From an optimization exercise on the open Yosys and OpenROAD flow, aimed at small area and a short achievable clock period; shortcuts taken in it are not production practice.
RTL that was checked went through simulation tests only; none was proved equivalent to the original.
Power figures rest on the tool's default switching activity, not on a simulated workload.

Design PipelinedRadix4BoothWallace32, start of the top module:
module PipelinedRadix4BoothWallace32
(
    input logic clk,
    input logic run,
    input logic signedFlag,  
    input logic [32 - 1 : 0] multiplicand,
    input logic [32 - 1 : 0] multiplier,
    output logic [64 - 1 : 0] out
);
For scale: about 3100 cells after synthesis, ~660 flip-flops, about 44000 um^2 of cells after synthesis.
Settings: LEC_CHECK=0, CAP_MARGIN=20, CORE_MARGIN=2, CORE_UTILIZATION=50, CTS_BUF_LIST=sky130_fd_sc_hd__clkbuf_4 sky130_fd_sc_hd__clkbuf_8, CTS_CLUSTER_SIZE=30, PLACE_DENSITY=0.65, SETUP_SLACK_MARGIN=1.7, SLEW_MARGIN=20, SYNTH_HIERARCHICAL=1, SYNTH_MINIMUM_KEEP_SIZE=0; clock period 4.2 ns.
run.sh (not shown) runs the stock make flow with config.mk's settings and CLKGATE_MAP_FILE= SYNTH_SCRIPT=/design/flow/synth_recipe.tcl, a recipe that flattens the netlist after the stock synthesis.
Next try:
- SETUP_SLACK_MARGIN: 1.7 -> 1.8
Effect: Setup slack gains 45 ps; worst hold slack loses 11 ps; synthesized area does not change; fmax goes up by about 1.8%; global-route usage rose by 0.44 points; wire length increases by about 1.7%; clock power came out higher by about 0.9%; via count went up by 0.79%.
Next try:
- CTS_BUF_LIST: sky130_fd_sc_hd__clkbuf_4 sky130_fd_sc_hd__clkbuf_8 -> sky130_fd_sc_hd__clkbuf_8
- SETUP_SLACK_MARGIN: 1.8 -> 1.7
Result: Sequential share of layout area rose by 0.76 points. Design area drops slightly. Non-clock buffer count rose by 16. Synthesized area stays the same. Global-route usage is lower by 0.44 points. Power shrinks by a few percent. Hold slack gets better by 11 ps. Clock-buffer cell count decreases by 34. Maximum frequency goes down by a few percent. First-iteration DRC count fell by roughly a tenth.
Next try:
- CORE_UTILIZATION: 50 -> 55
- CTS_BUF_LIST: sky130_fd_sc_hd__clkbuf_8 -> sky130_fd_sc_hd__clkbuf_4 sky130_fd_sc_hd__clkbuf_8
- PLACE_DENSITY: 0.65 -> 0.72
After rerunning: Routed wire length decreases by 0.43%; via count increases by 2.4%; global-route usage increases by 2.5 points; non-clock buffer count increases by 8; setup slack degrades by 9.3 ps; clock-buffer cell count increases by 34; core utilization increases by 6.0 points; sequential share of layout area decreases by 0.13 points; combinational power increases by about 3%; final area increases by 0.34%; area after synthesis stays the same.
Next try:
- CORE_UTILIZATION: 55 -> 50
- CTS_BUF_LIST: sky130_fd_sc_hd__clkbuf_4 sky130_fd_sc_hd__clkbuf_8 -> default
- PLACE_DENSITY: 0.72 -> 0.65
After rerunning: Cell area climbs by about 0.7%. Hold slack barely changes. Critical path depth drops by 1. Worst setup slack improved by 28 ps. Via count drops by about 3.4%. Synthesized area stays the same. Sequential power hardly moves. Utilization drops by 5.4 points.
Next try:
- CTS_BUF_LIST: default -> sky130_fd_sc_hd__clkbuf_4 sky130_fd_sc_hd__clkbuf_8
- GPL_ROUTABILITY_DRIVEN: default -> 0
The changed run completed with no timing, DRC or antenna violations; via count climbs slightly; global-route usage is about the same; routed wire length climbs slightly; worst setup slack stays flat; final cell count climbs slightly; die area stays the same; non-clock buffer count drops by 3; cell area drops slightly; utilization drops by 0.47 points.
No functional check of the RTL was part of any run of this note.

---

== exp/lagoon ==
Another version of the RTL of PipelinedRadix4BoothWallace32 (not shown whole).
Size: roughly 3100 cells after synthesis, ~660 flip-flops, roughly 44000 µm² of cells after synthesis.
==> flow/config.mk <==
export PLATFORM = sky130hd
export DESIGN_NAME = PipelinedRadix4BoothWallace32
export DESIGN_NICKNAME = PipelinedRadix4BoothWallace32
export VERILOG_FILES = /design/flow/design.v
export SDC_FILE = /design/flow/constraint.sdc
export NUM_CORES = 4
export LEC_CHECK = 0
export CAP_MARGIN = 20
export CORE_MARGIN = 2
export CORE_UTILIZATION = 50
export CTS_BUF_LIST = sky130_fd_sc_hd__clkbuf_4 sky130_fd_sc_hd__clkbuf_8
export CTS_CLUSTER_SIZE = 30
export GPL_TIMING_DRIVEN = 0
export PLACE_DENSITY = 0.65
export SETUP_SLACK_MARGIN = 1.7
export SLEW_MARGIN = 20
export SYNTH_HIERARCHICAL = 1
export SYNTH_MINIMUM_KEEP_SIZE = 0
==> flow/constraint.sdc <==
create_clock -name core_clock -period 4.2 [get_ports {clk}]
set_input_delay 0.8400 -clock core_clock [delete_from_list [all_inputs] [get_ports {clk}]]
set_output_delay 0.8400 -clock core_clock [all_outputs]
set_load 0.01 [all_outputs]
Modified inputs, exp/umber compared to exp/lagoon
# exp/lagoon
export LEC_CHECK = 0
export CAP_MARGIN = 20
export CORE_MARGIN = 2
export CORE_UTILIZATION = 50
export CTS_BUF_LIST = sky130_fd_sc_hd__clkbuf_4 sky130_fd_sc_hd__clkbuf_8
export CTS_CLUSTER_SIZE = 30
export GPL_TIMING_DRIVEN = 0
export PLACE_DENSITY = 0.65
export SETUP_SLACK_MARGIN = 1.7
export SLEW_MARGIN = 20
export SYNTH_HIERARCHICAL = 1
export SYNTH_MINIMUM_KEEP_SIZE = 0
create_clock -name core_clock -period 4.2 [get_ports {clk}]
# exp/umber
export LEC_CHECK = 0
export CAP_MARGIN = 20
export CORE_MARGIN = 2
export CORE_UTILIZATION = 50
export CTS_BUF_LIST = sky130_fd_sc_hd__clkbuf_4 sky130_fd_sc_hd__clkbuf_8
export CTS_CLUSTER_SIZE = 30
export PLACE_DENSITY = 0.65
export SETUP_SLACK_MARGIN = 1.65
export SLEW_MARGIN = 20
export SYNTH_HIERARCHICAL = 1
export SYNTH_MINIMUM_KEEP_SIZE = 0
create_clock -name core_clock -period 4.2 [get_ports {clk}]
### Flow results
Re initial antenna violation count: exp/umber is 6 down on exp/lagoon. The setup slack in exp/umber sits 130 ps above the value recorded for exp/lagoon. Switching power share of the total came out lower on exp/umber than on exp/lagoon. Most used routing layer: met2 -> exp/umber, met1 -> exp/lagoon. Going from exp/lagoon to exp/umber, core utilization went down; sequential share of cell area went up.
Here is what was changed in the inputs of exp/cedar compared with exp/umber.
# exp/umber
export LEC_CHECK = 0
export CAP_MARGIN = 20
export CORE_MARGIN = 2
export CORE_UTILIZATION = 50
export CTS_BUF_LIST = sky130_fd_sc_hd__clkbuf_4 sky130_fd_sc_hd__clkbuf_8
export CTS_CLUSTER_SIZE = 30
export PLACE_DENSITY = 0.65
export SETUP_SLACK_MARGIN = 1.65
export SLEW_MARGIN = 20
export SYNTH_HIERARCHICAL = 1
export SYNTH_MINIMUM_KEEP_SIZE = 0
create_clock -name core_clock -period 4.2 [get_ports {clk}]
# exp/cedar
export LEC_CHECK = 0
export CAP_MARGIN = 20
export CORE_MARGIN = 2
export CORE_UTILIZATION = 50
export CTS_BUF_LIST = sky130_fd_sc_hd__clkbuf_4 sky130_fd_sc_hd__clkbuf_8
export CTS_CLUSTER_SIZE = 30
export PLACE_DENSITY = 0.65
export SETUP_SLACK_MARGIN = 1.9
export SLEW_MARGIN = 20
export SYNTH_HIERARCHICAL = 1
export SYNTH_MINIMUM_KEEP_SIZE = 0
create_clock -name core_clock -period 4.2 [get_ports {clk}]
--- outcome ---
exp/umber finished end to end and its layout was clean on timing, DRC and antenna.
exp/cedar completed; timing, DRC and antenna clean
The highest metal layer with signal wires comes out met4 in one run and met5 in the other, namely in exp/umber and exp/cedar respectively.
Comparing exp/cedar and exp/umber, clock buffer count is higher on exp/cedar.
Final cell area: exp/cedar above exp/umber
Looking at cell type of the slowest stage on the worst timing path, the sky130_fd_sc_hd__fa_2 result is from exp/cedar; the sky130_fd_sc_hd__fa_1 one comes from exp/umber.
exp/cedar gives less biggest fanout along the worst timing path than exp/umber did.
exp/cedar against exp/umber: total wire length rose by 16%, area growth from synthesis to final layout rose by 12 points.

---

Setup of before:
PipelinedRadix4BoothWallace32 again, from the RTL that the note above started with.
// PipelinedRadix4BoothWallace32
module PipelinedRadix4BoothWallace32
(
    input logic clk,
    input logic run,
    input logic signedFlag,  
    input logic [32 - 1 : 0] multiplicand,
    input logic [32 - 1 : 0] multiplier,
    output logic [64 - 1 : 0] out
);
clock: 4.2 ns
lec_check: 0
cap_margin: 20
core_margin: 2
core_utilization: 62
cts_buf_list: sky130_fd_sc_hd__clkbuf_4 sky130_fd_sc_hd__clkbuf_8
cts_cluster_size: 30
place_density: 0.72
setup_slack_margin: 1.7
slew_margin: 20
synth_hierarchical: 1
synth_minimum_keep_size: 0
Both conditions hold for before: the flow ran to the end and the final layout passed the timing, design-rule and antenna checks.
For after, these inputs were changed with respect to before:
Settings: swapping 20 for 0 in SLEW_MARGIN; swapping 20 for 0 in CAP_MARGIN; swapping 0.72 for 0.65 in PLACE_DENSITY; swapping 62 for 50 in CORE_UTILIZATION.
==> comparison <==
- Compared with before, after shows a flip-flop and latch share of the layout cell area that is 0.38 points lower.
- after vs before: setup clock skew after layout up in after
- From after to before, residual overflow from global routing did not move at all.
- Comparing after with before, the area used by multi-input combinational logic came out essentially unchanged.
- Comparing before and after, cell count is higher on after.
- after falls short of before in area enclosed by the die boundary.
- In terms of multi-input gate count, after and before differ only marginally.

---

PipelinedRadix4BoothWallace32 again, from the RTL that the note above started with.
make LEC_CHECK=0 CAP_MARGIN=20 CORE_MARGIN=2 CORE_UTILIZATION=45 CTS_BUF_LIST='sky130_fd_sc_hd__clkbuf_4 sky130_fd_sc_hd__clkbuf_8' CTS_CLUSTER_SIZE=30 PLACE_DENSITY=0.6 SETUP_SLACK_MARGIN=1.7 SLEW_MARGIN=20 SYNTH_HIERARCHICAL=1 SYNTH_MINIMUM_KEEP_SIZE=0 finish   # period 4.2 ns
The starting point produced a clean layout.
Next try:
Settings changed: CORE_UTILIZATION 45 to 50, PLACE_DENSITY 0.6 to 0.65, SETUP_SLACK_MARGIN 1.7 to 1.8.
Total power rises by 1.7%; area after synthesis does not change; clock power rises by about 0.7%; critical path depth rises by 2.
Next try:
Settings changed: SETUP_SLACK_MARGIN 1.8 to 1.6.
- combinational power falls by about 8%
- clock-buffer cell count falls by 11
- final area falls by 7.5%
Next try:
Settings changed: SETUP_SLACK_MARGIN 1.6 to 1.75.
Outcome: Wire length goes up by a little under a tenth; non-clock buffer count goes up by 59; synthesized area stays the same; core utilization goes up by 1.8 points; worst setup slack gets better by 0.053 ns; count of clock-buffer cells in the layout goes up by 4.
Next try:
Settings changed: SETUP_SLACK_MARGIN 1.75 to 1.5.
Clock power rose by 5.9%.
Fmax falls by 6.4%.
Cell count decreases by about 1.3%.

-- separate check: timing with driven ports --
In the flow no input, the clock included, has a driving cell. The finished layouts below were timed again as built, in two steps. Step 1: set_driving_cell puts a clkbuf_16 on clk and a buf_2 on each other input, an assumption about the parent block. Step 2 times the ports against the registers' clock, not the clock port: input delays grow and output delays shrink by t, the midpoint of the rising clock arrivals with the driver on. Three values: no drivers, after step 1, after step 2; two values: the first two.
| run | t (ns) | setup slack, ns | worst slew at a driven data input, ns |
|---|---|---|---|
| the first run of note 1 | 0.834 | 1.670 / 1.670 / 1.670 | 0.06 |
| the second run of note 1 | 0.845 | 1.715 / 1.715 / 1.561 | 0.05 |
| the third run of note 1 | 0.832 | 1.652 / 1.652 / 1.652 | 0.06 |
| the fourth run of note 1 | 0.806 | 1.643 / 1.643 / 1.643 | 0.05 |
| the fifth run of note 1 | 0.708 | 1.670 / 1.670 / 1.670 | 0.06 |
| the sixth run of note 1 | 0.834 | 1.670 / 1.670 / 1.670 | 0.06 |
| exp/lagoon | 0.829 | 1.529 / 1.529 / 1.219 | 0.05 |
| exp/umber | 0.814 | 1.658 / 1.655 / 1.658 | 0.05 |
| exp/cedar | 0.822 | 1.619 / 1.619 / 1.619 | 0.05 |
| before | 0.786 | 1.660 / 1.660 / 1.660 | 0.05 |
| after | 0.849 | 1.639 / 1.639 / 1.639 | 0.06 |
| the first run of note 4 | 0.846 | 1.690 / 1.690 / 1.690 | 0.05 |
| the second run of note 4 | 0.816 | 1.596 / 1.596 / 1.596 | 0.06 |
| the third run of note 4 | 0.809 | 1.605 / 1.605 / 1.605 | 0.05 |
| the fourth run of note 4 | 0.792 | 1.658 / 1.658 / 1.658 | 0.05 |
| the fifth run of note 4 | 0.800 | 1.484 / 1.484 / 1.484 | 0.06 |
After both steps setup and hold are still met in every run listed. For exp/lagoon, which loses most, drivers alone change the setup slack by 0.000 ns; drivers and shift together by -0.310 ns.
